What follows belongs to an exercise in optimizing a design on an open flow for small area; a production flow would make more cautious choices. In this exercise RTL edits were held to simulation tests only and were not proved equivalent to the original. The flow treats the clock pin as an ideal source, which a real chip does not have. No activity file was given, so power comes from the tool's default toggle rates.

$ cat design/flow/config.mk
export PLATFORM = sky130hd
export DESIGN_NAME = fifo_top
export DESIGN_NICKNAME = fifo_top
export VERILOG_FILES = /design/flow/design.v
export SDC_FILE = /design/flow/constraint.sdc
export NUM_CORES = 4
export LEC_CHECK = 0
export CAP_MARGIN = 20
export CORE_MARGIN = 2
export CORE_UTILIZATION = 55
export SLEW_MARGIN = 20
export SYNTH_HIERARCHICAL = 1
export SYNTH_MINIMUM_KEEP_SIZE = 0
$ cat design/flow/constraint.sdc
create_clock -name core_clock -period 6.0 [get_ports {clk}]
set_input_delay 1.2000 -clock core_clock [delete_from_list [all_inputs] [get_ports {clk}]]
set_output_delay 1.2000 -clock core_clock [all_outputs]
set_load 0.01 [all_outputs]
$ cat design/flow/design.v
module fifo_word
#(parameter DATA_WIDTH = 32)
(
	input logic clk,
	input logic wr,
	input logic hold_n,
	input logic [DATA_WIDTH - 1 : 0] x,
	output logic [DATA_WIDTH - 1 : 0] q
);
always_ff @(posedge clk)
	q <= ~((q | {DATA_WIDTH{wr}}) & (x | {DATA_WIDTH{hold_n}}));
endmodule
module fifo_sel
#(parameter N = 3, parameter DATA_WIDTH = 32)
(
	input logic [N - 1 : 0] sel,
	input logic [N * DATA_WIDTH - 1 : 0] d,
	output logic [DATA_WIDTH - 1 : 0] y_n
);
logic [DATA_WIDTH - 1 : 0] y;
always_comb
begin
	y = 'b0;
	for (int i = 0; i < N; i++)
		y = y | ({DATA_WIDTH{sel[i]}} & d[i * DATA_WIDTH +: DATA_WIDTH]);
end
assign y_n = ~y;
endmodule
module fifo_read
#(parameter SIZE = 32, parameter DATA_WIDTH = 32, localparam NG = (SIZE + 2) / 3)
(
	input logic [SIZE - 1 : 0] sel,
	input logic [SIZE * DATA_WIDTH - 1 : 0] d,
	output logic [DATA_WIDTH - 1 : 0] y
);
logic [DATA_WIDTH - 1 : 0] g_n [0 : NG - 1];
fifo_dec #(.SIZE(SIZE), .INV(0)) u_wdec (.en(push), .a(tailPtr), .y(wr));
fifo_dec #(.SIZE(SIZE), .INV(1)) u_hdec (.en(push), .a(tailPtr), .y(hold_n));
fifo_dec #(.SIZE(SIZE), .INV(0)) u_rdec (.en(!empty_r), .a(headPtr), .y(rsel));
genvar g;
generate
for (g = 0; g < NG; g++)
begin: grp
	localparam int N = (3 * g + 3 <= SIZE) ? 3 : SIZE - 3 * g;
	fifo_sel #(.N(N), .DATA_WIDTH(DATA_WIDTH)) u_sel
	(
		.sel(sel[3 * g +: N]), .d(d[3 * g * DATA_WIDTH +: N * DATA_WIDTH]), .y_n(g_n[g])
	);
end
endgenerate
always_comb
begin
	y = 'b0;
	for (int i = 0; i < NG; i++)
		y = y | ~g_n[i];
end
endmodule
module fifo_dec
#(parameter SIZE = 32, parameter INV = 0, localparam ADDR_WIDTH = $clog2(SIZE))
(
	input logic en,
	input logic [ADDR_WIDTH - 1 : 0] a,
	output logic [SIZE - 1 : 0] y
);
always_comb
	for (int i = 0; i < SIZE; i++)
		y[i] = (en && a == i) ^ (INV != 0);
endmodule
module syncFIFO
#(parameter SIZE = 16, parameter DATA_WIDTH = 4, parameter FALL_THROUGH = 1, localparam ADDR_WIDTH = $clog2(SIZE))
(
	input logic clk,
	input logic rst,
	input logic en,
	input logic rw,
	input logic[ADDR_WIDTH - 1 : 0] addr,
	input logic [DATA_WIDTH - 1 : 0] in,
	output logic empty,
	output logic full,
	output logic[DATA_WIDTH - 1 : 0] out
);
logic [ADDR_WIDTH - 1 : 0] tailPtr;
logic [ADDR_WIDTH - 1 : 0] headPtr;
logic empty_r, full_r;
logic pol;
logic push, pop;
logic [ADDR_WIDTH - 1 : 0] tailNext, headNext;
logic [SIZE - 1 : 0] wr, hold_n, rsel;
logic [DATA_WIDTH - 1 : 0] x;
logic [SIZE * DATA_WIDTH - 1 : 0] q;
logic [DATA_WIDTH - 1 : 0] t;
assign empty = empty_r;
assign full = full_r;
assign push = en && rw && !full_r;
assign pop = en && !rw && !empty_r;
assign tailNext = tailPtr + 1'b1;
assign headNext = headPtr + 1'b1;
assign x = in ^ {DATA_WIDTH{pol}};
fifo_dec #(.SIZE(SIZE), .INV(0)) u_wdec (.en(push), .a(tailPtr), .y(wr));
fifo_dec #(.SIZE(SIZE), .INV(1)) u_hdec (.en(push), .a(tailPtr), .y(hold_n));
fifo_dec #(.SIZE(SIZE), .INV(0)) u_rdec (.en(!empty_r), .a(headPtr), .y(rsel));
genvar g;
generate
for (g = 0; g < SIZE; g++)
begin: word
	fifo_word #(.DATA_WIDTH(DATA_WIDTH)) u_word
	(
		.clk(clk), .wr(wr[g]), .hold_n(hold_n[g]), .x(x), .q(q[g * DATA_WIDTH +: DATA_WIDTH])
	);
end
endgenerate
fifo_read #(.SIZE(SIZE), .DATA_WIDTH(DATA_WIDTH)) u_read (.sel(rsel), .d(q), .y(t));
assign out = t ^ {DATA_WIDTH{pol && !empty_r}};
always_ff @(posedge clk or posedge rst)
	if (rst)
	begin
		tailPtr <= 0;
		headPtr <= 0;
		empty_r <= 1'b1;
		full_r <= 1'b0;
		pol <= 1'b0;
	end
	else
	begin
		pol <= !pol;
		if (push)
		begin
			tailPtr <= tailNext;
			empty_r <= 1'b0;
			full_r <= tailNext == headPtr;
		end
		if (pop)
		begin
			headPtr <= headNext;
			full_r <= 1'b0;
			empty_r <= headNext == tailPtr;
		end
	end
endmodule
module fifo_top
(
	input  logic clk,
	input  logic rst,
	input  logic en,
	input  logic rw,
	input  logic [4 : 0] addr,
	input  logic [31 : 0] in,
	output logic empty,
	output logic full,
	output logic [31 : 0] out
);
syncFIFO #(.SIZE(32), .DATA_WIDTH(32), .FALL_THROUGH(1)) u_fifo
(
	.clk(clk), .rst(rst), .en(en), .rw(rw), .addr(addr), .in(in),
	.empty(empty), .full(full), .out(out)
);
endmodule
$ cat design/flow/flow/run.sh
#!/bin/bash
# The standard layout, with a clock tree of small buffers and no dummy
# loads, and port buffers of the smallest buffer cell.
set -euo pipefail
export CTS_ARGS="-sink_clustering_enable -repair_clock_nets -dont_use_dummy_load -buf_list sky130_fd_sc_hd__clkbuf_4 -sink_clustering_size 20"
export BUFFER_PORTS_ARGS="-buffer_cell sky130_fd_sc_hd__buf_1"
bash standard.sh > standard.log 2>&1
$ cat design/flow/standard.sh
#!/bin/bash
# synth_recipe.tcl (not shown) runs the flow's synth.tcl, then flattens the netlist and writes it again
# the make line also repeats each setting of config.mk as NAME=value (left out here)
make -C /OpenROAD-flow-scripts/flow DESIGN_CONFIG=/design/flow/config.mk WORK_HOME=/design/flow/orfs CLKGATE_MAP_FILE= SYNTH_SCRIPT=/design/flow/synth_recipe.tcl "${@:-finish}"
==> flow_metrics.env, run 1 <==
export IMPL_status="no timing/DRC/antenna violations"
export IMPL_setup_viol=0
export IMPL_grt_max_degree=33
export IMPL_cts_inserted_buffers=280
export IMPL_finish_instance_area_sq_um=38300
export IMPL_grt_use_total_pct=38.1
export IMPL_grt_overflow=0
export IMPL_ios=75
export IMPL_max_stage_delay_ns=0.57
export IMPL_drive_above_1_share_pct=15.7
export IMPL_numPortBuffers=69
export IMPL_cts_sinks=1037
export IMPL_worstRegToRegCells=3
export IMPL_cp_data_required_time_ns=4.80
export IMPL_finClkSkew_ns=0.0860
export IMPL_layout_commonest_cell="o22ai_1"
export IMPL_grt_busiest_layer="met2"
export IMPL_synth_seq_cells=1037
export IMPL_synth_top_flop_cell="dfxtp_1"
export IMPL_grt_pass1_wl_um=192000
export IMPL_post_cts_buffers=0
export IMPL_period_needed_ns=5.74
export IMPL_irDropWorstVdd_mv=0.310
export IMPL_slowest_stage="dfstp_2"
export IMPL_met2_usage_pct=57.4
export IMPL_slew_headroom_pct=17.8
export IMPL_setup_tns_ns=0
export IMPL_synthToLayoutAreaGrowth_pct=7.45
export IMPL_post_dp_cell_area_sq_um=35900
export IMPL_cp_start_kind="register"
export IMPL_hold_viol_final=0
export IMPL_cts_tree="built"
export IMPL_nFillCells=5399
export IMPL_drc_errors=0
export IMPL_ctsResizeCount=0
export IMPL_die_h_um=258
export IMPL_worst_pin_slew_ns=1.23
export IMPL_ys_seq_area_share_pct=58.5
export IMPL_multi_input_area_sq_um=13000
export IMPL_antenna_left=0
export IMPL_cts_clk_slew_worst_paths_ns=0.05
export IMPL_postCtsHoldBufs=0
export IMPL_synth_area_sq_um=35600
export IMPL_hp_class="input pin to async pin"
export IMPL_coreArea_sq_um=64200
export IMPL_fin_cells=4108
export IMPL_dp_hpwl_um=71000
export IMPL_die_area_sq_um=66800
export IMPL_ys_types=39
export IMPL_cp_max_fo=32
export IMPL_ys_async_sr_fraction_pct=1.25
export IMPL_rows=93
export IMPL_fin_crit_sh_pct=95.6
export IMPL_routabilityCongestion=0.874
export IMPL_clockBufferDepth=4
export IMPL_antenna_found_initial=12
export IMPL_ff_latch_area_sq_um=20800
export IMPL_via_per_inst=7.63
export IMPL_grt_met3_usage_pct=11.3
export IMPL_place_ws_ns=1.48
export IMPL_end_kind="output pin"
export IMPL_totalWireLength_um=132000
export IMPL_max_cap_violations=0
export IMPL_rsz0062_at_grt="no"
export IMPL_netlist_instances=3095
export IMPL_fin_nets=3290
export IMPL_yosysWarnings=34
export IMPL_pwr_density_cell_nw_per_um2=518
export IMPL_wire_per_inst_um=32.1
export IMPL_dr_total_vias=31300
export IMPL_start_util_pct=55.4
export IMPL_cts_root_buf="clkbuf_4"
export IMPL_worstSetupPathType="register to output pin"
export IMPL_insertion_delay_ns=1.11
export IMPL_use_met1_pct=48.0
export IMPL_place_inst=3809
export IMPL_drt_pass1_iterations=10
export IMPL_layout_common_cells="o22ai_1, dfxtp_1, a222oi_1"
export IMPL_crit_chain="inv_1, nand4b_1, nor2_2, buf_4, a222oi_1, nand4_1, or3_1, xnor2_1, buf_1"
export IMPL_maxSlewViolCount=0
export IMPL_grt_pass1_vias=31100
export IMPL_cts_htree_levels=5
export IMPL_synth_edf_count=0
export IMPL_synth_nets=3138
export IMPL_drt_iter0_drc=5714
export IMPL_syn_avg_cell_area_sq_um=11.5
export IMPL_critPathArrivalTime_ns=4.54
export IMPL_die_w_um=258
export IMPL_fmax_mhz=174
export IMPL_power_leakage_nw=13.6
export IMPL_fin_ws_ns=0.263
==> path summary, 6_finish.rpt <==
check	slack, ns	endpoint	from
worst min-delay path	0.26	u_fifo.headPtr[2]	rst
worst max-delay path	0.26	out[5]	u_fifo.empty_r
worst min register to register	0.44	u_fifo.word[7].u_word.q[8]	u_fifo.word[7].u_word.q[8]
worst max register to register	2.80	u_fifo.word[6].u_word.q[28]	u_fifo.pol
max in group asynchronous	5.28	u_fifo.pol	rst
min in group core_clock	0.44	u_fifo.word[7].u_word.q[8]	u_fifo.word[7].u_word.q[8]
==> flip-flops by register name (all words and copies together) (netlist names) <==
register,count
u_fifo.full_r,1
u_fifo.word.u_word.q,1024
u_fifo.headPtr,5
u_fifo.empty_r,1
u_fifo.pol,1
u_fifo.tailPtr,5
==> per-stage QoR <==
step	hold WS (ns)	utilization (%)	total power [W]
global placement	0.429	55.8	0.0148
detailed placement	0.436	55.8	0.0151
floorplan	0.421	-	0.0132
global route	0.225	59.5	0.0206
CTS	0.190	59.1	0.0196
finish	0.259	59.6	0.0198
==> layout make-up <==
| cell class | count | share of cell area, % |
|---|---|---|
| multi-input combinational | 1747 | 33.9 |
| clock buffer | 280 | 5.49 |
| tap | 855 | 2.80 |
| inverter | 4 | 0.0392 |
| antenna | 8 | 0.0523 |
| timing repair buffer | 177 | 3.30 |
| sequential | 1037 | 54.4 |
==> worst max-delay path: cells and delay by family, from the launching register on <==
kind,cells,cell delay [ns]
DFF,1,0.57
AOI/OAI and AO/OA,1,0.45
buffers and inverters,3,0.69
and+or+nand+nor,4,1.49
xor gates and xnor gates,1,0.22
==> power by group <==
| group | leakage [nW] | internal, W | switching, W | total (W) |
|---|---|---|---|---|
| registers | 9.32 | 0.00892 | 0.00119 | 0.0101 |
| clock network | 1.29 | 0.00213 | 0.00246 | 0.00459 |
| logic | 2.97 | 0.00196 | 0.00314 | 0.00510 |
| total | 13.6 | 0.0130 | 0.00679 | 0.0198 |
==> cells in the mapped netlist (all sizes together), types with 3 or more instances <==
master	count	area (sq um)
and4bb	3	37.5
nor2	65	244
a22oi	32	240
nand4b	6	52.6
inv	4	15.0
xor2	36	315
nand2b	7	43.8
xnor2	45	402
a222oi	320	3200
buf	298	2500
nand3	35	175
and4b	3	33.8
dfxtp	1024	20500
nand4bb	6	67.6
dfrtp	12	300
nand2	39	146
o22ai	1026	6420
nand4	71	444
or3	32	200
clkbuf	9	33.8
==> cells by family after synthesis <==
logic type	share of synthesized area (%)
buffers and inverters	7.16
adder cells (fa/ha/maj)	0.0703
flip-flops	58.5
multiplexers	0.0632
XOR/XNOR	2.01
AO/OA/AOI/OAI	27.8
AND/OR/NAND/NOR	4.45
==> metal layers <==
layer  vias up  wire length (um)
met5         -                64
met3       465             16300
met4        10              7700
met1     15400             50000
met2      2295             57800
li1      13200                 -
==> inputs of run 2 (changes only) <==
==> design/flow/flow/run.sh (replaced) <==
#!/bin/bash
# The standard layout, with a clock tree of small buffers and no dummy
# loads (leaf buffers upsized after CTS only where the clock edge at the
# flip-flops would be slow), and port buffers of the smallest buffer cell.
set -euo pipefail
here=$(pwd)
export CTS_ARGS="-sink_clustering_enable -repair_clock_nets -dont_use_dummy_load -buf_list sky130_fd_sc_hd__clkbuf_4 -sink_clustering_size 10 -sink_clustering_max_diameter 50"
export POST_CTS_TCL="$here/flow/post_cts.tcl"
export CLK_SLEW_TARGET=0.105
export BUFFER_PORTS_ARGS="-buffer_cell sky130_fd_sc_hd__buf_1"
bash standard.sh > standard.log 2>&1
==> design/flow/flow/post_cts.tcl (new file) <==
# Upsize clock buffers whose sinks see a slow clock edge, then legalize.
estimate_parasitics -placement
set sizes {sky130_fd_sc_hd__clkbuf_2 sky130_fd_sc_hd__clkbuf_4 sky130_fd_sc_hd__clkbuf_8 sky130_fd_sc_hd__clkbuf_16}
set target 0.09
if { [info exists ::env(CLK_SLEW_TARGET)] } { set target $::env(CLK_SLEW_TARGET) }
for {set it 0} {$it < 4} {incr it} {
  set changed 0
  foreach inst [get_cells *] {
    set m [get_property $inst ref_name]
    set idx [lsearch $sizes $m]
    if { $idx < 0 || $idx == [llength $sizes] - 1 } { continue }
    set out [get_pins -of_objects $inst -filter "direction == output"]
    set worst 0
    foreach p [get_pins -of_objects [get_nets -of_objects $out] -filter "direction == input"] {
      foreach pr {slew_max_rise slew_max_fall} {
        set v [get_property $p $pr]
        if { $v > $worst } { set worst $v }
      }
    }
    if { $worst > $target } {
      replace_cell $inst [lindex $sizes [expr { $idx + 1 }]]
      incr changed
    }
  }
  puts "post_cts: pass $it upsized $changed clock buffers"
  if { $changed == 0 } { break }
  estimate_parasitics -placement
}
detailed_placement
==> flow_metrics.env, run 2 <==
export IMPL_netlist_instances=3095
export IMPL_worst_pin_slew_ns=1.24
export IMPL_hp_class="register to register"
export IMPL_synth_top_flop_cell="dfxtp_1"
export IMPL_cp_data_required_time_ns=4.80
export IMPL_wire_per_inst_um=33.0
export IMPL_syn_avg_cell_area_sq_um=11.5
export IMPL_cp_max_fo=32
export IMPL_dr_total_vias=30500
export IMPL_largest_reg_flops=1024
export IMPL_antenna_found_initial=14
export IMPL_crit_buf_inv=3
export IMPL_critPathTopFamily="simple AND/OR/NAND/NOR gates"
export IMPL_power_leakage_nw=12.9
export IMPL_synth_nets=3138
export IMPL_post_dp_cell_area_sq_um=35900
export IMPL_synth_edf_count=0
export IMPL_nFillCells=5408
export IMPL_seqPwrFrac_pct=54.2
export IMPL_ios=75
export IMPL_setup_viol=0
export IMPL_largest_register="u_fifo.word.u_word.q"
export IMPL_fmax_mhz=191
export IMPL_drt_pass1_iterations=9
export IMPL_ys_types=39
export IMPL_grt_overflow=0
export IMPL_drc_errors=0
export IMPL_die_h_um=258
export IMPL_routabilityCongestion=0.874
export IMPL_synth_most_common_cell="o22ai_1"
export IMPL_grt_use_total_pct=37.5
export IMPL_pwr_density_cell_nw_per_um2=500
export IMPL_drt_iter0_drc=5420
export IMPL_finClkSkew_ns=0.0629
export IMPL_synth_top_area_share_pct=57.6
export IMPL_die_area_sq_um=66800
export IMPL_critPathArrivalTime_ns=4.03
export IMPL_end_kind="output pin"
export IMPL_via_per_inst=7.74
export IMPL_grt_pass1_wl_um=189000
export IMPL_met2_usage_pct=56.5
export IMPL_grt_max_degree=33
export IMPL_max_stage_delay_ns=0.57
export IMPL_slew_headroom_pct=17.4
export IMPL_rsz0062_at_grt="no"
export IMPL_dp_hpwl_um=71000
export IMPL_setup_tns_ns=0
export IMPL_synthToLayoutAreaGrowth_pct=4.52
export IMPL_grt_pass1_vias=29600
export IMPL_coreArea_sq_um=64200
export IMPL_crit_cells=9
export IMPL_synth_area_sq_um=35600
export IMPL_cts_clk_slew_worst_paths_ns=0.07
export IMPL_layout_commonest_cell="o22ai_1"
export IMPL_ys_seq_area_share_pct=58.5
export IMPL_multi_input_area_sq_um=13000
export IMPL_antenna_left=0
export IMPL_max_cap_violations=0
export IMPL_start_util_pct=55.4
export IMPL_insertion_delay_ns=0.64
export IMPL_status="no timing/DRC/antenna violations"
export IMPL_synthTopCellsByArea="dfxtp_1, o22ai_1, a222oi_1"
export IMPL_post_synth_most_frequent_cells="o22ai_1, dfxtp_1, a222oi_1"
export IMPL_die_w_um=258
export IMPL_crit_chain="inv_1, nand4b_1, nor2_2, buf_4, a222oi_1, nand4_1, or3_1, xnor2_1, buf_1"
export IMPL_cts_tree="built"
export IMPL_synth_seq_cells=1037
export IMPL_worstRegToRegCells=3
export IMPL_grt_busiest_layer="met2"
export IMPL_drive_above_1_share_pct=11.1
export IMPL_use_met1_pct=48.0
export IMPL_grt_met3_usage_pct=11.2
export IMPL_top_regs="u_fifo.word.u_word.q x1024, u_fifo.headPtr x5, u_fifo.tailPtr x5"
export IMPL_worstSetupPathType="register to output pin"
export IMPL_slowest_stage="dfstp_2"
export IMPL_period_needed_ns=5.23
export IMPL_pwr_share_clk_pct=18.5
export IMPL_cts_sinks=1037
export IMPL_maxSlewViolCount=0
export IMPL_intPower_w=0.0121
export IMPL_finish_instance_area_sq_um=37200
export IMPL_ff_latch_area_sq_um=20800
export IMPL_irDropWorstVdd_mv=0.283
export IMPL_whs_path_depth=1
export IMPL_power_switching_w=0.00649
export IMPL_hold_viol_final=0
export IMPL_yosysWarnings=34
export IMPL_synth_area_leader_cell="dfxtp_1"
export IMPL_layout_common_cells="o22ai_1, dfxtp_1, a222oi_1"
export IMPL_numPortBuffers=69
export IMPL_cp_start_kind="register"
export IMPL_ys_async_sr_fraction_pct=1.25
export IMPL_rows=93
export IMPL_comb_power_share_pct=27.3
export IMPL_switching_share_pct=34.9
export IMPL_fin_nets=3121
export IMPL_totalWireLength_um=130000
export IMPL_fin_crit_sh_pct=87.2
export IMPL_power_w=0.0186
==> run 2: routing by layer <==
layer	up-vias	part of all wire, %
met5	-	0.087
met4	16	5.0
met2	2141	44
li1	12800	-
met3	373	12
met1	15100	38
==> run 2: metrics by stage <==
stage          util, %  setup slack (ns)  hold WS (ns)  instances
2_1_floorplan        -              2.59         0.421       3095
3_3_place_gp      55.8              1.52         0.429       3809
3_5_place_dp      55.8              1.48         0.436       3809
5_1_grt           57.9             0.700         0.456       3931
6_report          57.9             0.770         0.443       3936
==> run 2: kinds of logic (layout without fill, tap and decap cells) <==
family / count (synthesis) / after routing / synth area share (%)
buffers and inverters: 311 / 292 / 7.16
muxes: 2 / 2 / 0.0632
and+or+nand+nor: 281 / 281 / 4.45
xor gates and xnor gates: 81 / 81 / 2.01
DFF: 1037 / 1037 / 58.5
adders and majority gates: 2 / 2 / 0.0703
other: 0 / 5 / 0
AOI/OAI and AO/OA: 1381 / 1381 / 27.8
==> run 2: area by class of cell <==
cell class / instances / area share (%)
tap: 855 / 2.87
antenna: 5 / 0.0336
timing repair buffer: 173 / 3.15
inverter: 4 / 0.0403
multi-input combinational: 1747 / 34.8
clock buffer: 115 / 3.11
sequential: 1037 / 56.0
==> run 2: path summary, 6_finish.rpt <==
kind | endpoint | slack, ns | from
setup / recovery | out[5] | 0.77 | u_fifo.empty_r
hold / removal | u_fifo.word[17].u_word.q[15] | 0.44 | u_fifo.word[17].u_word.q[15]
setup reg to reg | u_fifo.word[11].u_word.q[20] | 2.75 | u_fifo.pol
hold reg to reg | u_fifo.word[17].u_word.q[15] | 0.44 | u_fifo.word[17].u_word.q[15]
max in group asynchronous | u_fifo.pol | 4.84 | rst
min in group asynchronous | u_fifo.tailPtr[2] | 0.72 | rst
==> run 2: power by group through the flow <==
stage               logic [W]  registers (W)  clock network, W
floorplan             0.00335        0.00986                 0
global placement      0.00473         0.0100                 0
detailed placement    0.00490         0.0102                 0
global route          0.00534         0.0103           0.00375
finish                0.00508         0.0101           0.00344
==> inputs of run 3 (changes only) <==
--- a/design/flow/flow/run.sh
+++ b/design/flow/flow/run.sh
@@ -7,5 +7,5 @@
 export CTS_ARGS="-sink_clustering_enable -repair_clock_nets -dont_use_dummy_load -buf_list sky130_fd_sc_hd__clkbuf_4 -sink_clustering_size 10 -sink_clustering_max_diameter 50"
 export POST_CTS_TCL="$here/flow/post_cts.tcl"
-export CLK_SLEW_TARGET=0.105
+export CLK_SLEW_TARGET=0.10
 export BUFFER_PORTS_ARGS="-buffer_cell sky130_fd_sc_hd__buf_1"
 bash standard.sh > standard.log 2>&1
--- a/design/flow/config.mk
+++ b/design/flow/config.mk
@@ -6,8 +6,9 @@
 export NUM_CORES = 4
 export LEC_CHECK = 0
-export CAP_MARGIN = 20
+export CAP_MARGIN = 5
 export CORE_MARGIN = 2
-export CORE_UTILIZATION = 55
-export SLEW_MARGIN = 20
+export CORE_UTILIZATION = 70
+export GPL_TIMING_DRIVEN = 0
+export SLEW_MARGIN = 5
 export SYNTH_HIERARCHICAL = 1
 export SYNTH_MINIMUM_KEEP_SIZE = 0
==> flow_metrics.env, run 3 <==
export IMPL_grt_pass1_wl_um=185000
export IMPL_ys_async_sr_fraction_pct=1.25
export IMPL_cp_data_required_time_ns=4.80
export IMPL_cts_sinks=1037
export IMPL_antenna_found_initial=2
export IMPL_max_cap_violations=3
export IMPL_start_util_pct=71.0
export IMPL_check_faults="capacitance limit, slew limit"
export IMPL_muxShareOfSynthArea_pct=0.0633
export IMPL_ys_types=39
export IMPL_end_kind="output pin"
export IMPL_cp_start_kind="register"
export IMPL_grt_pass1_vias=30200
export IMPL_antenna_left=0
export IMPL_syn_avg_cell_area_sq_um=11.5
export IMPL_synth_most_common_cell="o22ai_1"
export IMPL_layout_common_cells="o22ai_1, dfxtp_1, a222oi_1"
export IMPL_yosysWarnings=34
export IMPL_die_area_sq_um=52700
export IMPL_synthTopCellsByArea="dfxtp_1, o22ai_1, a222oi_1"
export IMPL_synth_xor_area_share_pct=2.01
export IMPL_synthToLayoutAreaGrowth_pct=10.2
export IMPL_grt_max_degree=33
export IMPL_synth_top_flop_cell="dfxtp_1"
export IMPL_via_per_inst=8.00
export IMPL_synth_top_family_by_area="compound AO/OA/AOI/OAI gates"
export IMPL_drt_iter0_drc=5996
export IMPL_grt_use_total_pct=45.7
export IMPL_die_w_um=230
export IMPL_rows=82
export IMPL_synth_edf_count=0
export IMPL_synth_compound_area_share_pct=27.8
export IMPL_pwr_density_cell_nw_per_um2=480
export IMPL_nFillCells=3162
export IMPL_largest_register="u_fifo.word.u_word.q"
export IMPL_rsz0062_at_grt="no"
export IMPL_crit_buf_inv=3
export IMPL_critPathTopFamily="simple AND/OR/NAND/NOR gates"
export IMPL_hold_viol_final=0
export IMPL_routabilityCongestion=1.04
export IMPL_worst_pin_slew_ns=1.70
export IMPL_cts_tree="built"
export IMPL_cp_max_fo=10
export IMPL_wire_per_inst_um=31.1
export IMPL_setup_viol=0
export IMPL_slew_headroom_pct=-14.0
export IMPL_max_stage_delay_ns=0.79
export IMPL_place_inst=3863
export IMPL_fin_cells=3982
export IMPL_largest_reg_flops=1024
export IMPL_slowest_stage="a222oi_1"
export IMPL_crit_chain="or2_1, clkbuf_1, nor2_1, buf_6, a222oi_1, nand4_1, or3_1, xnor2_1, buf_1"
export IMPL_setup_tns_ns=0
export IMPL_critPathArrivalTime_ns=4.05
export IMPL_synth_seq_cells=1037
export IMPL_power_w=0.0188
export IMPL_fin_ws_ns=0.747
export IMPL_finish_instance_area_sq_um=39200
export IMPL_period_needed_ns=5.25
export IMPL_die_h_um=230
export IMPL_ios=75
export IMPL_grt_overflow=0
export IMPL_dp_hpwl_um=84900
export IMPL_synth_area_leader_cell="dfxtp_1"
export IMPL_dr_total_vias=31900
export IMPL_synthAdderAreaFrac_pct=0.0703
export IMPL_ys_seq_area_share_pct=58.5
export IMPL_fmax_mhz=190
export IMPL_fin_crit_sh_pct=87.6
export IMPL_hp_class="register to register"
export IMPL_synth_nets=3138
export IMPL_insertion_delay_ns=0.67
export IMPL_fin_nets=3352
export IMPL_drt_pass1_iterations=15
export IMPL_synth_top_area_share_pct=57.6
export IMPL_post_synth_most_frequent_cells="o22ai_1, dfxtp_1, a222oi_1"
export IMPL_irDropWorstVdd_mv=0.412
export IMPL_coreArea_sq_um=50200
export IMPL_synthSimpleGateAreaFrac_pct=4.45
export IMPL_finClkSkew_ns=0.0761
export IMPL_netlist_instances=3095
export IMPL_synth_area_sq_um=35600
export IMPL_status="complete, but fails checks"
export IMPL_cts_clk_slew_worst_paths_ns=0.10
export IMPL_top_regs="u_fifo.word.u_word.q x1024, u_fifo.headPtr x5, u_fifo.tailPtr x5"
export IMPL_layout_commonest_cell="o22ai_1"
export IMPL_totalWireLength_um=124000
export IMPL_maxSlewViolCount=13
export IMPL_place_ws_ns=1.65
export IMPL_numPortBuffers=69
export IMPL_worstSetupPathType="register to output pin"
export IMPL_power_leakage_nw=14.1
export IMPL_drive_above_1_share_pct=14.8
export IMPL_post_dp_cell_area_sq_um=37900
export IMPL_drc_errors=0
run 3: cell counts after synthesis:
Identical to the previous run, type by type.
run 3: path summary, 6_finish.rpt:
kind / startpoint / end / slack, ns / cells past startpoint
worst max-delay path: u_fifo.headPtr[1] / out[30] / 0.75 / 9
worst min-delay path: u_fifo.word[14].u_word.q[3] / u_fifo.word[14].u_word.q[3] / 0.45 / 1
worst max register to register: u_fifo.full_r / u_fifo.word[2].u_word.q[22] / 2.78 / 7
worst min register to register: u_fifo.word[14].u_word.q[3] / u_fifo.word[14].u_word.q[3] / 0.45 / 1
max in group asynchronous: rst / u_fifo.empty_r / 4.99 / 2
min in group asynchronous: rst / u_fifo.tailPtr[1] / 0.58 / 2
run 3: worst reg2reg max path, stage by stage (launching register included):
cell and delay [ns]:
dfrtp_1 0.38, inv_1 0.06, and3_1 0.13, buf_2 0.40, or4b_4 0.56, nor2_1 1.14, buf_6 0.28, o22ai_1 0.10
run 3: area by class of cell:
| cell class | instances | area, sq um | share of cell area, % |
|---|---|---|---|
| Antenna cell | 3 | 7.51 | 0.0191 |
| Buffer | 307 | 2530 | 6.46 |
| Timing Repair Buffer | 98 | 890 | 2.27 |
| Multi-Input combinational cell | 1747 | 12800 | 32.7 |
| Inverter | 4 | 15.0 | 0.0383 |
| Clock buffer | 114 | 1300 | 3.32 |
| Sequential cell | 1037 | 20800 | 53.1 |
| Tap cell | 672 | 841 | 2.14 |
run 3: where the power goes:
part	internal [W]	switching, W	total (W)
logic	0.00217	0.00285	0.00502
registers	0.00891	0.00126	0.0102
clock network	0.00141	0.00221	0.00362
run 3: layer usage:
layer | up-vias | global-route usage, % | wire [um]
li1 | 13300 | - | -
met1 | 15300 | 59.0 | 44900
met2 | 2722 | 68.2 | 53700
met3 | 564 | 13.8 | 17000
met4 | 8 | 25.8 | 8090
met5 | - | 1.29 | 176
run 3: through the flow:
step,hold WS (ns),utilization [%]
2_1_floorplan,0.421,-
3_3_place_gp,0.428,73.2
3_5_place_dp,0.436,75.5
5_1_grt,0.451,78.2
6_report,0.445,78.2
run 3: logic make-up after synthesis:
logic type	count (synthesis)
AOI/OAI and AO/OA	1381
DFF	1037
buffers and inverters	311
and+or+nand+nor	281
xor gates and xnor gates	81
muxes	2
adders and majority gates	2
==> inputs of run 4 (changes only) <==
--- a/design/flow/config.mk
+++ b/design/flow/config.mk
@@ -9,5 +9,4 @@
 export CORE_MARGIN = 2
 export CORE_UTILIZATION = 70
-export GPL_TIMING_DRIVEN = 0
 export SLEW_MARGIN = 5
 export SYNTH_HIERARCHICAL = 1
==> flow_metrics.env, run 4 <==
export IMPL_pwr_density_cell_nw_per_um2=504
export IMPL_synth_seq_cells=1037
export IMPL_synth_edf_count=0
export IMPL_drive_above_1_share_pct=11.1
export IMPL_die_h_um=230
export IMPL_drt_pass1_iterations=13
export IMPL_synth_area_sq_um=35600
export IMPL_hp_start="u_fifo.word[5].u_word.q[20]"
export IMPL_r2r_end="u_fifo.word[30].u_word.q[10]"
export IMPL_crit_buf_inv=2
export IMPL_totalWireLength_um=122000
export IMPL_post_synth_most_frequent_cells="o22ai_1, dfxtp_1, a222oi_1"
export IMPL_cp_max_fo=20
export IMPL_top_regs="u_fifo.word.u_word.q x1024, u_fifo.headPtr x5, u_fifo.tailPtr x5"
export IMPL_numPortBuffers=69
export IMPL_synthTopCellsByArea="dfxtp_1, o22ai_1, a222oi_1"
export IMPL_dr_total_vias=31000
export IMPL_coreArea_sq_um=50200
export IMPL_irDropWorstVdd_mv=0.356
export IMPL_largest_reg_flops=1024
export IMPL_setup_viol=0
export IMPL_yosysWarnings=34
export IMPL_worstRegToRegCells=3
export IMPL_layout_common_cells="o22ai_1, dfxtp_1, a222oi_1"
export IMPL_ys_async_sr_fraction_pct=1.25
export IMPL_synthToLayoutAreaGrowth_pct=3.62
export IMPL_r2r_slack_ns=2.97
export IMPL_cts_sinks=1037
export IMPL_r2r_start="u_fifo.pol"
export IMPL_largest_register="u_fifo.word.u_word.q"
export IMPL_drc_errors=0
export IMPL_fin_ws_ns=0.755
export IMPL_startpoint="u_fifo.headPtr[0]"
export IMPL_fin_crit_sh_pct=87.4
export IMPL_fin_nets=3126
export IMPL_nFillCells=3533
export IMPL_antenna_found_initial=9
export IMPL_die_w_um=230
export IMPL_status="no timing/DRC/antenna violations"
export IMPL_slowest_stage="nand2b_1"
export IMPL_synth_top_area_share_pct=57.6
export IMPL_insertion_delay_ns=0.62
export IMPL_finClkSkew_ns=0.0527
export IMPL_antenna_left=0
export IMPL_fmax_mhz=191
export IMPL_synth_top_flop_cell="dfxtp_1"
export IMPL_maxSlewViolCount=0
export IMPL_slew_headroom_pct=10.9
export IMPL_cp_start_kind="register"
export IMPL_start_util_pct=71.0
export IMPL_routabilityCongestion=0.905
export IMPL_critPathArrivalTime_ns=4.05
export IMPL_crit_chain="nand2b_1, nor2_2, buf_4, a222oi_1, nand3_1, or3_1, xnor2_1, buf_1"
export IMPL_ios=75
export IMPL_syn_avg_cell_area_sq_um=11.5
export IMPL_max_cap_violations=0
export IMPL_hp_class="register to register"
export IMPL_ys_seq_area_share_pct=58.5
export IMPL_grt_pass1_vias=30600
export IMPL_max_stage_delay_ns=0.53
export IMPL_dp_hpwl_um=67500
export IMPL_grt_pass1_wl_um=181000
export IMPL_crit_cells=8
export IMPL_synth_area_leader_cell="dfxtp_1"
export IMPL_period_needed_ns=5.25
export IMPL_rsz0062_at_grt="no"
export IMPL_worstSetupPathType="register to output pin"
export IMPL_worst_pin_slew_ns=1.33
export IMPL_setup_tns_ns=0
export IMPL_endpoint="out[12]"
export IMPL_critPathTopFamily="simple AND/OR/NAND/NOR gates"
export IMPL_worst_hold_slack_ns=0.446
export IMPL_synth_nets=3138
export IMPL_grt_max_degree=33
export IMPL_wire_per_inst_um=32.4
export IMPL_via_per_inst=8.26
export IMPL_ys_types=39
export IMPL_grt_use_total_pct=44.8
export IMPL_end_kind="output pin"
export IMPL_rows=82
export IMPL_synth_most_common_cell="o22ai_1"
export IMPL_cp_data_required_time_ns=4.80
export IMPL_layout_commonest_cell="o22ai_1"
export IMPL_grt_overflow=0
export IMPL_cts_tree="built"
export IMPL_drt_iter0_drc=5888
export IMPL_power_leakage_nw=12.9
export IMPL_cts_clk_slew_worst_paths_ns=0.08
export IMPL_place_ws_ns=1.55
export IMPL_hold_viol_final=0
export IMPL_netlist_instances=3095
export IMPL_die_area_sq_um=52700
==> run 4: report_power, final <==
group	switching (W)	internal, W	leakage, nW
clock	0.00217	0.00143	0.723
sequential	0.00121	0.00891	9.32
combinational	0.00294	0.00195	2.87
==> run 4: area by class of cell <==
| cell class | instances | area, sq um | area share, % |
|---|---|---|---|
| well taps | 672 | 841 | 2.28 |
| flip-flops and latches | 1037 | 20800 | 56.5 |
| repair buffers | 178 | 1080 | 2.92 |
| clock buffers | 115 | 1320 | 3.58 |
| inverters | 4 | 15.0 | 0.0407 |
| multi-input cells | 1747 | 12800 | 34.7 |
| diodes | 4 | 10.0 | 0.0271 |
==> run 4: cell families (layout without fill, tap and decap cells) <==
kind of cell / Yosys count / in the layout / share of synthesized area, %
XOR/XNOR: 81 / 81 / 2.01
other: 0 / 4 / 0
multiplexers: 2 / 2 / 0.0632
buffers and inverters: 311 / 297 / 7.16
flip-flops: 1037 / 1037 / 58.5
adder cells (fa/ha/maj): 2 / 2 / 0.0703
AO/OA/AOI/OAI: 1381 / 1381 / 27.8
AND/OR/NAND/NOR: 281 / 281 / 4.45
==> run 4: worst reg2reg max path: cells and delay by family, from the launching register on <==
kind,cells,cell delay [ns]
DFF,1,0.76
AOI/OAI and AO/OA,1,0.30
xor gates and xnor gates,1,1.00
buffers and inverters,1,0.76
==> run 4: layer usage <==
layer  GRT usage, %  part of all wire, %  vias up
met3           14.6                   15      530
li1               -                    -    12800
met1           56.4                   36    15100
met2           66.1                   43     2584
met4           29.3                  6.9        6
met5          0.368                0.039        -
==> run 4: how the worst min path moves through the flow <==
stage	endpoint	depth (start not counted)	slack, ns
detailed placement	u_fifo.word[15].u_word.q[4]	1	0.44
global placement	u_fifo.word[18].u_word.q[2]	1	0.43
finish	u_fifo.word[5].u_word.q[20]	1	0.45
floorplan	u_fifo.word[0].u_word.q[30]	1	0.42
global route	u_fifo.word[13].u_word.q[12]	1	0.45
==> run 4: stage by stage <==
stage               instance area, sq um  util [%]  total power [W]  std cells
floorplan                          35600         -           0.0132       3095
global route                       36900      73.5           0.0193       3753
detailed placement                 35600      70.9           0.0149       3638
global placement                   35600      70.9           0.0145       3638
finish                             36900      73.5           0.0186       3757
==> inputs of run 5 (changes only) <==
--- a/design/flow/flow/run.sh
+++ b/design/flow/flow/run.sh
@@ -7,5 +7,5 @@
 export CTS_ARGS="-sink_clustering_enable -repair_clock_nets -dont_use_dummy_load -buf_list sky130_fd_sc_hd__clkbuf_4 -sink_clustering_size 10 -sink_clustering_max_diameter 50"
 export POST_CTS_TCL="$here/flow/post_cts.tcl"
-export CLK_SLEW_TARGET=0.10
+export CLK_SLEW_TARGET=0.105
 export BUFFER_PORTS_ARGS="-buffer_cell sky130_fd_sc_hd__buf_1"
 bash standard.sh > standard.log 2>&1
==> flow_metrics.env, run 5 <==
export IMPL_layout_common_cells="o22ai_1, dfxtp_1, a222oi_1"
export IMPL_pwr_density_cell_nw_per_um2=499
export IMPL_finClkSkew_ns=0.0465
export IMPL_ys_types=39
export IMPL_fmax_mhz=190
export IMPL_hold_viol_final=0
export IMPL_syn_avg_cell_area_sq_um=11.5
export IMPL_r2r_slack_ns=2.98
export IMPL_via_per_inst=8.24
export IMPL_status="no timing/DRC/antenna violations"
export IMPL_ys_async_sr_fraction_pct=1.25
export IMPL_crit_buf_inv=3
export IMPL_power_leakage_nw=12.8
export IMPL_grt_overflow=0
export IMPL_die_area_sq_um=52700
export IMPL_cp_data_required_time_ns=4.80
export IMPL_largest_reg_flops=1024
export IMPL_setup_tns_ns=0
export IMPL_synth_area_leader_cell="dfxtp_1"
export IMPL_synth_compound_area_share_pct=27.8
export IMPL_worst_hold_slack_ns=0.446
export IMPL_dr_total_vias=30900
export IMPL_synth_most_common_cell="o22ai_1"
export IMPL_power_w=0.0183
export IMPL_synth_top_family_by_area="compound AO/OA/AOI/OAI gates"
export IMPL_period_needed_ns=5.27
export IMPL_slew_headroom_pct=9.68
export IMPL_synth_seq_cells=1037
export IMPL_cts_sinks=1037
export IMPL_comb_power_share_pct=26.7
export IMPL_ys_seq_area_share_pct=58.5
export IMPL_hp_class="register to register"
export IMPL_totalWireLength_um=121000
export IMPL_synth_area_sq_um=35600
export IMPL_synth_xor_area_share_pct=2.01
export IMPL_synth_nets=3138
export IMPL_fin_crit_sh_pct=87.9
export IMPL_numPortBuffers=69
export IMPL_cts_clk_slew_worst_paths_ns=0.10
export IMPL_grt_pass1_wl_um=181000
export IMPL_setup_viol=0
export IMPL_maxSlewViolCount=0
export IMPL_coreArea_sq_um=50200
export IMPL_grt_use_total_pct=44.7
export IMPL_grt_pass1_vias=30600
export IMPL_antenna_found_initial=10
export IMPL_ios=75
export IMPL_drt_pass1_iterations=10
export IMPL_top_regs="u_fifo.word.u_word.q x1024, u_fifo.headPtr x5, u_fifo.tailPtr x5"
export IMPL_drive_above_1_share_pct=11.1
export IMPL_routabilityCongestion=0.905
export IMPL_drc_errors=0
export IMPL_post_synth_most_frequent_cells="o22ai_1, dfxtp_1, a222oi_1"
export IMPL_muxShareOfSynthArea_pct=0.0633
export IMPL_synthAdderAreaFrac_pct=0.0703
export IMPL_layout_commonest_cell="o22ai_1"
export IMPL_synthSimpleGateAreaFrac_pct=4.45
export IMPL_fin_cells=3755
export IMPL_place_inst=3638
export IMPL_critPathTopFamily="simple AND/OR/NAND/NOR gates"
export IMPL_intPower_w=0.0120
export IMPL_largest_register="u_fifo.word.u_word.q"
export IMPL_critPathArrivalTime_ns=4.07
export IMPL_wire_per_inst_um=32.3
export IMPL_synth_top_flop_cell="dfxtp_1"
export IMPL_switching_share_pct=34.3
export IMPL_drt_iter0_drc=6193
export IMPL_end_kind="output pin"
export IMPL_crit_chain="inv_1, nand4bb_1, nor2_2, buf_4, a222oi_1, nand4_1, or3_1, xnor2_1, buf_1"
export IMPL_synth_top_area_share_pct=57.6
export IMPL_netlist_instances=3095
export IMPL_insertion_delay_ns=0.61
export IMPL_dp_hpwl_um=67500
export IMPL_nFillCells=3586
export IMPL_power_switching_w=0.00628
export IMPL_start_util_pct=71.0
export IMPL_worst_pin_slew_ns=1.35
export IMPL_cts_tree="built"
export IMPL_synth_edf_count=0
export IMPL_antenna_left=0
export IMPL_die_w_um=230
export IMPL_rows=82
export IMPL_max_stage_delay_ns=0.62
export IMPL_irDropWorstVdd_mv=0.356
export IMPL_pwr_share_clk_pct=18.0
export IMPL_grt_max_degree=33
export IMPL_cp_max_fo=32
export IMPL_worstSetupPathType="register to output pin"
export IMPL_rsz0062_at_grt="no"
export IMPL_yosysWarnings=34
export IMPL_synthToLayoutAreaGrowth_pct=2.92
export IMPL_synthTopCellsByArea="dfxtp_1, o22ai_1, a222oi_1"
export IMPL_die_h_um=230
export IMPL_cp_start_kind="register"
export IMPL_seqPwrFrac_pct=55.3
export IMPL_max_cap_violations=0
export IMPL_slowest_stage="or3_1"
export IMPL_fin_nets=3126
run 5: area by class of cell:
class	count	area, sq um	area share [%]
well taps	672	841	2.29
multi-input cells	1747	12800	34.9
flip-flops and latches	1037	20800	56.8
repair buffers	178	1080	2.94
diodes	2	5.00	0.0137
inverters	4	15.0	0.0410
clock buffers	115	1080	2.94
run 5: kinds of logic after synthesis:
group | Yosys count
multiplexers | 2
adder cells (fa/ha/maj) | 2
AO/OA/AOI/OAI | 1381
buffers and inverters | 311
AND/OR/NAND/NOR | 281
flip-flops | 1037
XOR/XNOR | 81
run 5: worst paths after layout:
| check | startpoint | endpoint | cells past startpoint |
|---|---|---|---|
| max | u_fifo.empty_r | out[6] | 9 |
| min | u_fifo.word[19].u_word.q[12] | u_fifo.word[19].u_word.q[12] | 1 |
| max reg2reg | u_fifo.pol | u_fifo.word[0].u_word.q[20] | 3 |
| min reg2reg | u_fifo.word[19].u_word.q[12] | u_fifo.word[19].u_word.q[12] | 1 |
| max in group asynchronous | rst | u_fifo.pol | 2 |
| min in group asynchronous | rst | u_fifo.pol | 2 |
run 5: per-stage QoR:
| step | cell area, sq um | setup slack, ns | util, % |
|---|---|---|---|
| 6_report | 36600 | 0.725 | 73.0 |
| 3_3_place_gp | 35600 | 1.63 | 70.9 |
| 3_5_place_dp | 35600 | 1.55 | 70.9 |
| 5_1_grt | 36600 | 0.723 | 73.0 |
| 2_1_floorplan | 35600 | 2.59 | - |
run 5: power groups by stage:
| stage | Combinational, W | Clock, W | Sequential [W] |
|---|---|---|---|
| final | 0.00489 | 0.00329 | 0.0101 |
| after detailed placement | 0.00470 | 0 | 0.0102 |
| after floorplan | 0.00335 | 0 | 0.00986 |
| after global placement | 0.00452 | 0 | 0.0100 |
| after global routing | 0.00512 | 0.00356 | 0.0103 |
run 5: routing by layer:
layer	share of wire (%)	global-route usage, %	wire length (um)	vias to the layer above
met2	43	65.9	51800	2561
li1	-	-	-	12800
met5	0.059	0.368	71	-
met1	36	56.3	43500	15100
met4	6.8	29.6	8200	10
met3	15	14.4	17800	505
==> inputs of run 6 (changes only) <==
--- a/design/flow/config.mk
+++ b/design/flow/config.mk
@@ -8,5 +8,5 @@
 export CAP_MARGIN = 5
 export CORE_MARGIN = 2
-export CORE_UTILIZATION = 70
+export CORE_UTILIZATION = 80
 export SLEW_MARGIN = 5
 export SYNTH_HIERARCHICAL = 1
==> flow_metrics.env, run 6 <==
export IMPL_status="no timing/DRC/antenna violations"
export IMPL_start_util_pct=80.9
export IMPL_synth_most_common_cell="o22ai_1"
export IMPL_worstRegToRegCells=5
export IMPL_synth_xor_area_share_pct=2.01
export IMPL_fin_crit_sh_pct=87.9
export IMPL_drt_pass1_iterations=16
export IMPL_via_per_inst=8.59
export IMPL_grt_pass1_vias=30800
export IMPL_ys_types=39
export IMPL_rows=77
export IMPL_drive_above_1_share_pct=11.2
export IMPL_synth_seq_cells=1037
export IMPL_routabilityCongestion=0.928
export IMPL_totalWireLength_um=119000
export IMPL_die_h_um=215
export IMPL_worstSetupPathType="register to output pin"
export IMPL_r2r_end="u_fifo.word[22].u_word.q[5]"
export IMPL_synth_top_area_share_pct=57.6
export IMPL_synth_top_family_by_area="compound AO/OA/AOI/OAI gates"
export IMPL_wire_per_inst_um=32.4
export IMPL_irDropWorstVdd_mv=0.360
export IMPL_ys_async_sr_fraction_pct=1.25
export IMPL_period_needed_ns=5.28
export IMPL_setup_viol=0
export IMPL_r2r_start="u_fifo.full_r"
export IMPL_pwr_density_cell_nw_per_um2=501
export IMPL_cp_start_kind="register"
export IMPL_insertion_delay_ns=0.64
export IMPL_fin_nets=3133
export IMPL_rsz0062_at_grt="no"
export IMPL_worst_pin_slew_ns=1.24
export IMPL_grt_use_total_pct=49.7
export IMPL_post_synth_most_frequent_cells="o22ai_1, dfxtp_1, a222oi_1"
export IMPL_synth_edf_count=0
export IMPL_antenna_left=0
export IMPL_muxShareOfSynthArea_pct=0.0633
export IMPL_synth_compound_area_share_pct=27.8
export IMPL_fin_ws_ns=0.725
export IMPL_synth_top_flop_cell="dfxtp_1"
export IMPL_max_cap_violations=0
export IMPL_dp_hpwl_um=66800
export IMPL_synthTopCellsByArea="dfxtp_1, o22ai_1, a222oi_1"
export IMPL_grt_overflow=0
export IMPL_cp_data_required_time_ns=4.80
export IMPL_hold_viol_final=0
export IMPL_r2r_slack_ns=2.86
export IMPL_power_leakage_nw=12.8
export IMPL_startpoint="u_fifo.empty_r"
export IMPL_end_kind="output pin"
export IMPL_cts_tree="built"
export IMPL_yosysWarnings=34
export IMPL_synth_area_sq_um=35600
export IMPL_place_ws_ns=1.64
export IMPL_syn_avg_cell_area_sq_um=11.5
export IMPL_cts_sinks=1037
export IMPL_hp_start="u_fifo.word[10].u_word.q[17]"
export IMPL_synthSimpleGateAreaFrac_pct=4.45
export IMPL_slew_headroom_pct=17.0
export IMPL_drc_errors=0
export IMPL_die_w_um=215
export IMPL_setup_tns_ns=0
export IMPL_cts_clk_slew_worst_paths_ns=0.10
export IMPL_endpoint="out[25]"
export IMPL_grt_pass1_wl_um=177000
export IMPL_layout_common_cells="o22ai_1, dfxtp_1, a222oi_1"
export IMPL_cp_max_fo=32
export IMPL_numPortBuffers=69
export IMPL_die_area_sq_um=46200
export IMPL_synthAdderAreaFrac_pct=0.0703
export IMPL_ys_seq_area_share_pct=58.5
export IMPL_grt_max_degree=34
export IMPL_finClkSkew_ns=0.0604
export IMPL_synth_nets=3138
export IMPL_maxSlewViolCount=0
export IMPL_largest_reg_flops=1024
export IMPL_ios=75
export IMPL_dr_total_vias=31600
export IMPL_synth_area_leader_cell="dfxtp_1"
export IMPL_top_regs="u_fifo.word.u_word.q x1024, u_fifo.headPtr x5, u_fifo.tailPtr x5"
export IMPL_drt_iter0_drc=7144
export IMPL_antenna_found_initial=6
export IMPL_largest_register="u_fifo.word.u_word.q"
export IMPL_layout_commonest_cell="o22ai_1"
export IMPL_critPathArrivalTime_ns=4.08
export IMPL_netlist_instances=3095
export IMPL_synthToLayoutAreaGrowth_pct=2.39
export IMPL_coreArea_sq_um=44000
export IMPL_hp_class="register to register"
export IMPL_fmax_mhz=190
export IMPL_whs_path_depth=1
## run 6: cell count changes in the layout (fill, tap and decap cells not counted), sizes merged
cell and delta:
buf +9, clkbuf -2
## run 6: cells by family (layout without fill, tap and decap cells)
group,after synthesis,in the layout
muxes,2,2
DFF,1037,1037
buffers and inverters,311,304
adders and majority gates,2,2
xor gates and xnor gates,81,81
other,0,2
and+or+nand+nor,281,281
AOI/OAI and AO/OA,1381,1381
## run 6: critical path: stages, from the launching register on
cell and delay [ns]:
dfstp_2 0.40, inv_1 0.27, or4b_4 0.57, nor2_4 0.93, a222oi_1 0.32, nand4_1 0.37, or3_1 0.28, xnor2_1 0.14
buf_1 0.18
## run 6: layer usage
layer  wire length, um  global-route usage (%)  up-vias
li1                  -                       -    12800
met1             40400                    61.5    15000
met2             50100                    72.7     3140
met3             19400                    16.9      652
met4              9470                    36.0        4
met5                27                       0        -
## run 6: power breakdown
group | total (W) | switching (W) | internal (W) | leakage [nW]
logic | 0.00490 | 0.00296 | 0.00194 | 2.88
registers | 0.0102 | 0.00125 | 0.00890 | 9.32
clock network | 0.00323 | 0.00212 | 0.00111 | 0.600
## run 6: how the worst min path moves through the flow
stage                                         endpoint  slack, ns
after global placement     u_fifo.word[22].u_word.q[5]       0.43
after global routing       u_fifo.word[8].u_word.q[19]       0.46
after floorplan            u_fifo.word[0].u_word.q[30]       0.42
final                     u_fifo.word[10].u_word.q[17]       0.45
after detailed placement  u_fifo.word[18].u_word.q[30]       0.44
## run 6: layout make-up
| class | count | area [sq um] |
|---|---|---|
| Timing Repair Buffer | 187 | 1140 |
| Antenna cell | 2 | 5.00 |
| Tap cell | 592 | 741 |
| Multi-Input combinational cell | 1747 | 12700 |
| Fill cell | 2616 | 7570 |
| Sequential cell | 1037 | 20800 |
| Clock buffer | 113 | 1030 |
| Inverter | 4 | 15.0 |
## run 6: per-stage QoR
stage | utilization (%) | cell area (sq um) | hold slack [ns] | cells | total power, W
global placement | 80.5 | 35400 | 0.429 | 3567 | 0.0145
finish | 82.8 | 36500 | 0.446 | 3682 | 0.0183
detailed placement | 80.5 | 35400 | 0.436 | 3567 | 0.0149
floorplan | - | 35600 | 0.421 | 3095 | 0.0132
global route | 82.8 | 36500 | 0.459 | 3680 | 0.0188
==> inputs of run 7 (changes only) <==
--- a/design/flow/flow/run.sh
+++ b/design/flow/flow/run.sh
@@ -7,5 +7,5 @@
 export CTS_ARGS="-sink_clustering_enable -repair_clock_nets -dont_use_dummy_load -buf_list sky130_fd_sc_hd__clkbuf_4 -sink_clustering_size 10 -sink_clustering_max_diameter 50"
 export POST_CTS_TCL="$here/flow/post_cts.tcl"
-export CLK_SLEW_TARGET=0.105
+export CLK_SLEW_TARGET=0.10
 export BUFFER_PORTS_ARGS="-buffer_cell sky130_fd_sc_hd__buf_1"
 bash standard.sh > standard.log 2>&1
==> flow_metrics.env, run 7 <==
export IMPL_status="no timing/DRC/antenna violations"
export IMPL_dp_hpwl_um=66800
export IMPL_dr_total_vias=31500
export IMPL_syn_avg_cell_area_sq_um=11.5
export IMPL_layout_common_cells="o22ai_1, dfxtp_1, a222oi_1"
export IMPL_synth_edf_count=0
export IMPL_post_synth_most_frequent_cells="o22ai_1, dfxtp_1, a222oi_1"
export IMPL_max_cap_violations=0
export IMPL_grt_pass1_vias=30900
export IMPL_ys_async_sr_fraction_pct=1.25
export IMPL_start_util_pct=80.9
export IMPL_coreArea_sq_um=44000
export IMPL_ys_types=39
export IMPL_insertion_delay_ns=0.64
export IMPL_synthToLayoutAreaGrowth_pct=2.84
export IMPL_cp_data_required_time_ns=4.80
export IMPL_fin_nets=3133
export IMPL_synthTopCellsByArea="dfxtp_1, o22ai_1, a222oi_1"
export IMPL_cts_sinks=1037
export IMPL_intPower_w=0.0121
export IMPL_die_h_um=215
export IMPL_grt_use_total_pct=49.7
export IMPL_end_kind="output pin"
export IMPL_critPathArrivalTime_ns=3.99
export IMPL_ff_latch_area_sq_um=20800
export IMPL_layout_commonest_cell="o22ai_1"
export IMPL_largest_reg_flops=1024
export IMPL_drive_above_1_share_pct=11.2
export IMPL_fin_crit_sh_pct=86.5
export IMPL_via_per_inst=8.55
export IMPL_fmax_mhz=193
export IMPL_synth_top_flop_cell="dfxtp_1"
export IMPL_routabilityCongestion=0.928
export IMPL_hold_viol_final=0
export IMPL_multi_input_area_sq_um=12700
export IMPL_synth_top_area_share_pct=57.6
export IMPL_synth_area_sq_um=35600
export IMPL_pwr_density_cell_nw_per_um2=505
export IMPL_comb_power_share_pct=26.5
export IMPL_totalWireLength_um=120000
export IMPL_top_regs="u_fifo.word.u_word.q x1024, u_fifo.headPtr x5, u_fifo.tailPtr x5"
export IMPL_grt_overflow=0
export IMPL_irDropWorstVdd_mv=0.362
export IMPL_pwr_share_clk_pct=18.6
export IMPL_rows=77
export IMPL_maxSlewViolCount=0
export IMPL_grt_max_degree=34
export IMPL_die_area_sq_um=46200
export IMPL_drc_errors=0
export IMPL_worst_hold_slack_ns=0.444
export IMPL_antenna_found_initial=5
export IMPL_cp_start_kind="register"
export IMPL_ys_seq_area_share_pct=58.5
export IMPL_post_dp_cell_area_sq_um=35400
export IMPL_finish_instance_area_sq_um=36600
export IMPL_setup_viol=0
export IMPL_yosysWarnings=34
export IMPL_ios=75
export IMPL_grt_pass1_wl_um=177000
export IMPL_cp_max_fo=32
export IMPL_numPortBuffers=69
export IMPL_drt_iter0_drc=7574
export IMPL_hp_class="register to register"
export IMPL_netlist_instances=3095
export IMPL_setup_tns_ns=0
export IMPL_period_needed_ns=5.19
export IMPL_largest_register="u_fifo.word.u_word.q"
export IMPL_seqPwrFrac_pct=54.9
export IMPL_finClkSkew_ns=0.0720
export IMPL_nFillCells=2584
export IMPL_worst_pin_slew_ns=1.21
export IMPL_cts_tree="built"
export IMPL_switching_share_pct=34.4
export IMPL_worstSetupPathType="register to output pin"
export IMPL_power_switching_w=0.00636
export IMPL_synth_nets=3138
export IMPL_power_leakage_nw=12.9
export IMPL_cts_clk_slew_worst_paths_ns=0.10
export IMPL_die_w_um=215
export IMPL_synth_most_common_cell="o22ai_1"
export IMPL_slew_headroom_pct=19.0
export IMPL_rsz0062_at_grt="no"
export IMPL_drt_pass1_iterations=17
export IMPL_synth_seq_cells=1037
export IMPL_synth_area_leader_cell="dfxtp_1"
export IMPL_wire_per_inst_um=32.5
export IMPL_antenna_left=0
export IMPL_post_route_util_pct=83.2
export IMPL_r2r_slack_ns=2.94
## run 7: cell type report
class	instances	share of cell area [%]
flip-flops and latches	1037	56.9
multi-input cells	1747	34.7
clock buffers	113	3.24
repair buffers	187	3.13
well taps	592	2.02
inverters	4	0.0410
diodes	3	0.0205
## run 7: power groups by stage
| stage | combinational, W | clock, W | sequential, W |
|---|---|---|---|
| floorplan | 0.00335 | 0 | 0.00986 |
| global placement | 0.00448 | 0 | 0.0100 |
| detailed placement | 0.00467 | 0 | 0.0102 |
| global route | 0.00507 | 0.00364 | 0.0103 |
| finish | 0.00491 | 0.00344 | 0.0102 |
## run 7: kinds of logic (layout without fill, tap and decap cells)
family / Yosys count / in the layout / synth area share (%)
AOI/OAI and AO/OA: 1381 / 1381 / 27.8
xor gates and xnor gates: 81 / 81 / 2.01
adders and majority gates: 2 / 2 / 0.0703
buffers and inverters: 311 / 304 / 7.16
DFF: 1037 / 1037 / 58.5
muxes: 2 / 2 / 0.0632
other: 0 / 3 / 0
and+or+nand+nor: 281 / 281 / 4.45
## run 7: final timing paths
| check | start | endpoint | cells past startpoint |
|---|---|---|---|
| hold / removal | u_fifo.word[10].u_word.q[17] | u_fifo.word[10].u_word.q[17] | 1 |
| setup / recovery | u_fifo.empty_r | out[4] | 9 |
| setup reg to reg | u_fifo.full_r | u_fifo.word[22].u_word.q[5] | 5 |
| hold reg to reg | u_fifo.word[10].u_word.q[17] | u_fifo.word[10].u_word.q[17] | 1 |
| min in group asynchronous | rst | u_fifo.headPtr[0] | 2 |
| max in group asynchronous | rst | u_fifo.pol | 2 |
## run 7: critical path: stages, from the launching register on
cell,delay (ns)
dfstp_2,0.58
inv_1,0.17
nand4bb_1,0.34
nor2_2,0.08
buf_4,0.31
a222oi_1,0.39
nand4_1,0.47
or3_1,0.60
xnor2_1,0.25
buf_1,0.18
## run 7: layer usage
layer | vias up | global-route usage, % | wire length (um)
met3 | 622 | 15.9 | 19100
met4 | 4 | 36.2 | 9400
met2 | 3101 | 73.2 | 50500
met5 | - | 0 | 22
met1 | 14900 | 61.9 | 40500
li1 | 12800 | - | -
## run 7: per-stage QoR
stage          setup WS, ns  power, W  std cells
2_1_floorplan          2.59    0.0132       3095
3_3_place_gp           1.66    0.0145       3567
3_5_place_dp           1.64    0.0149       3567
5_1_grt               0.842    0.0190       3681
6_report              0.807    0.0185       3683
==> inputs of run 8 (changes only) <==
--- a/design/flow/flow/run.sh
+++ b/design/flow/flow/run.sh
@@ -2,5 +2,6 @@
 # The standard layout, with a clock tree of small buffers and no dummy
 # loads (leaf buffers upsized after CTS only where the clock edge at the
-# flip-flops would be slow), and port buffers of the smallest buffer cell.
+# flip-flops would be slow), port buffers of the smallest buffer cell, and non-critical gates
+# downsized after global routing.
 set -euo pipefail
 here=$(pwd)
@@ -8,4 +9,5 @@
 export POST_CTS_TCL="$here/flow/post_cts.tcl"
 export CLK_SLEW_TARGET=0.10
+export RECOVER_POWER=100
 export BUFFER_PORTS_ARGS="-buffer_cell sky130_fd_sc_hd__buf_1"
 bash standard.sh > standard.log 2>&1
--- a/design/flow/config.mk
+++ b/design/flow/config.mk
@@ -8,5 +8,5 @@
 export CAP_MARGIN = 5
 export CORE_MARGIN = 2
-export CORE_UTILIZATION = 80
+export CORE_UTILIZATION = 70
 export SLEW_MARGIN = 5
 export SYNTH_HIERARCHICAL = 1
==> flow_metrics.env, run 8 <==
export IMPL_holdPathEnd="u_fifo.word[5].u_word.q[20]"
export IMPL_max_cap_violations=52
export IMPL_synth_top_flop_cell="dfxtp_1"
export IMPL_worst_pin_slew_ns=2.64
export IMPL_fmax_mhz=181
export IMPL_seqPwrFrac_pct=54.4
export IMPL_antenna_left=0
export IMPL_ys_seq_area_share_pct=58.5
export IMPL_syn_avg_cell_area_sq_um=11.5
export IMPL_die_w_um=230
export IMPL_nFillCells=3604
export IMPL_hp_class="register to register"
export IMPL_drt_pass1_iterations=12
export IMPL_totalWireLength_um=122000
export IMPL_critPathArrivalTime_ns=4.34
export IMPL_grt_overflow=0
export IMPL_dp_hpwl_um=67500
export IMPL_max_stage_delay_ns=0.60
export IMPL_via_per_inst=8.24
export IMPL_multi_input_area_sq_um=12600
export IMPL_cts_clk_slew_worst_paths_ns=0.10
export IMPL_comb_power_share_pct=26.2
export IMPL_slew_headroom_pct=-76.8
export IMPL_ys_types=39
export IMPL_synth_area_leader_cell="dfxtp_1"
export IMPL_whs_path_depth=1
export IMPL_coreArea_sq_um=50200
export IMPL_grt_pass1_wl_um=181000
export IMPL_ios=75
export IMPL_place_inst=3638
export IMPL_cts_tree="built"
export IMPL_drt_iter0_drc=6385
export IMPL_finClkSkew_ns=0.0510
export IMPL_synthTopCellsByArea="dfxtp_1, o22ai_1, a222oi_1"
export IMPL_end_kind="output pin"
export IMPL_grt_use_total_pct=44.8
export IMPL_numPortBuffers=69
export IMPL_pwr_share_clk_pct=19.4
export IMPL_worstSetupPathType="register to output pin"
export IMPL_synth_edf_count=0
export IMPL_cp_max_fo=32
export IMPL_pwr_density_cell_nw_per_um2=509
export IMPL_intPower_w=0.0123
export IMPL_wire_per_inst_um=32.4
export IMPL_power_switching_w=0.00633
export IMPL_use_met1_pct=56.4
export IMPL_hp_start="u_fifo.word[5].u_word.q[20]"
export IMPL_crit_chain="inv_1, nand4b_1, nor2_2, clkbuf_2, a222oi_1, nand4_1, or3_1, xnor2_1, buf_1"
export IMPL_synth_most_common_cell="o22ai_1"
export IMPL_met2_usage_pct=66.1
export IMPL_irDropWorstVdd_mv=0.357
export IMPL_synth_top_area_share_pct=57.6
export IMPL_start_util_pct=71.0
export IMPL_slowest_stage="clkbuf_2"
export IMPL_netlist_instances=3095
export IMPL_layout_common_cells="o22ai_1, dfxtp_1, a222oi_1"
export IMPL_cts_sinks=1037
export IMPL_grt_busiest_layer="met2"
export IMPL_check_faults="capacitance limit, slew limit"
export IMPL_power_leakage_nw=12.7
export IMPL_hold_viol_final=0
export IMPL_finish_instance_area_sq_um=36600
export IMPL_die_h_um=230
export IMPL_top_regs="u_fifo.word.u_word.q x1024, u_fifo.headPtr x5, u_fifo.tailPtr x5"
export IMPL_period_needed_ns=5.54
export IMPL_cp_data_required_time_ns=4.80
export IMPL_yosysWarnings=34
export IMPL_maxSlewViolCount=1696
export IMPL_rows=82
export IMPL_cp_start_kind="register"
export IMPL_insertion_delay_ns=0.62
export IMPL_setup_viol=0
export IMPL_largest_register="u_fifo.word.u_word.q"
export IMPL_switching_share_pct=34.0
export IMPL_largest_reg_flops=1024
export IMPL_grt_pass1_vias=30600
export IMPL_setup_tns_ns=0
export IMPL_post_dp_cell_area_sq_um=35600
export IMPL_fin_nets=3126
export IMPL_antenna_found_initial=9
export IMPL_grt_max_degree=33
export IMPL_synth_seq_cells=1037
export IMPL_synthToLayoutAreaGrowth_pct=2.72
export IMPL_drc_errors=0
export IMPL_post_route_util_pct=72.9
export IMPL_worst_hold_slack_ns=0.445
export IMPL_r2r_start="u_fifo.pol"
export IMPL_dr_total_vias=30900
export IMPL_ff_latch_area_sq_um=20800
export IMPL_r2r_slack_ns=0.96
export IMPL_status="complete, but fails checks"
export IMPL_routabilityCongestion=0.905
export IMPL_die_area_sq_um=52700
export IMPL_drive_above_1_share_pct=9.44
export IMPL_startpoint="u_fifo.empty_r"
export IMPL_rsz0062_at_grt="no"
export IMPL_grt_met3_usage_pct=14.6
export IMPL_fin_cells=3755
export IMPL_post_synth_most_frequent_cells="o22ai_1, dfxtp_1, a222oi_1"
export IMPL_r2r_end="u_fifo.word[28].u_word.q[19]"
export IMPL_layout_commonest_cell="o22ai_1"
export IMPL_fin_crit_sh_pct=92.3
export IMPL_synth_area_sq_um=35600
export IMPL_ys_async_sr_fraction_pct=1.25
export IMPL_synth_nets=3138
export IMPL_worstRegToRegCells=3
==> run 8: worst max path at each step <==
stage	end	slack (ns)	cells past startpoint
2_1_floorplan	out[10]	2.59	8
3_5_place_dp	out[12]	1.55	8
5_1_grt	out[6]	0.35	9
6_report	out[6]	0.46	9
3_3_place_gp	out[12]	1.63	8
==> run 8: cell type report <==
type | instances | area share (%)
inverter | 4 | 0.0411
timing repair buffer | 178 | 2.53
clock buffer | 115 | 3.61
sequential | 1037 | 56.9
multi-input combinational | 1747 | 34.6
antenna | 2 | 0.0137
tap | 672 | 2.30
==> run 8: worst max-delay path: cells and delay by family, from the launching register on <==
kind,cells,cell delay (ns)
AO/OA/AOI/OAI,1,0.57
flip-flops,1,0.55
AND/OR/NAND/NOR,4,1.41
buffers and inverters,3,0.96
XOR/XNOR,1,0.20
==> run 8: power by group through the flow <==
stage | clock network (W) | registers, W | logic [W]
finish | 0.00361 | 0.0101 | 0.00488
detailed placement | 0 | 0.0102 | 0.00470
floorplan | 0 | 0.00986 | 0.00335
global route | 0.00388 | 0.0103 | 0.00511
global placement | 0 | 0.0100 | 0.00452
==> run 8: cells by family (layout without fill, tap and decap cells) <==
group	after synthesis	in the layout	share of synthesized area, %
multiplexers	2	2	0.0632
adder cells (fa/ha/maj)	2	2	0.0703
other	0	2	0
AND/OR/NAND/NOR	281	281	4.45
buffers and inverters	311	297	7.16
AO/OA/AOI/OAI	1381	1381	27.8
flip-flops	1037	1037	58.5
XOR/XNOR	81	81	2.01
==> run 8: metrics by stage <==
step | worst slack (ns) | power [W]
6_report | 0.460 | 0.0186
5_1_grt | 0.355 | 0.0193
3_5_place_dp | 1.55 | 0.0149
3_3_place_gp | 1.63 | 0.0145
2_1_floorplan | 2.59 | 0.0132
==> run 8: per-layer routing <==
metal	share of wire, %	wire length, um
met1	36	43700
met5	0.044	53
met3	15	17700
met4	7.4	8980
met2	42	51300

==> static timing again, ports no longer ideal <==
The flow's constraints put no driver on any port. The routed layouts listed below were extracted and timed again, unchanged, in two steps. Step 1, drivers: a clkbuf_16 drives clk and a buf_2 each remaining input, both assumed. Step 2 moves the port delays by t, midway between the first and last clock arrival at a register: inputs arrive t later, outputs are due t later. That takes back most of the time a late clock gives input paths. Three values: ideal, step 1, step 2; two values: the first two.
run	t, ns	setup slack, ns	hold WS [ns]	worst setup path at the end	worst data-port slew with drivers (ns)
run 1	1.119	0.263 / 0.204 / 1.323	0.259 / 0.223 / 0.441	register to output	0.04
run 2	0.685	0.770 / 0.698 / 1.383	0.443 / 0.443 / 0.443	register to output	0.04
run 3	0.694	0.747 / 0.679 / 1.373	0.445 / 0.445 / 0.445	register to output	0.04
run 4	0.671	0.755 / 0.689 / 1.360	0.446 / 0.446 / 0.446	register to output	0.04
run 5	0.666	0.725 / 0.660 / 1.326	0.446 / 0.446 / 0.446	register to output	0.04
run 6	0.673	0.725 / 0.662 / 1.336	0.446 / 0.446 / 0.446	register to output	0.04
run 7	0.670	0.807 / 0.744 / 1.414	0.444 / 0.444 / 0.444	register to output	0.04
run 8	0.672	0.460 / 0.392 / 0.941	0.445 / 0.445 / 0.445	input to register	0.04
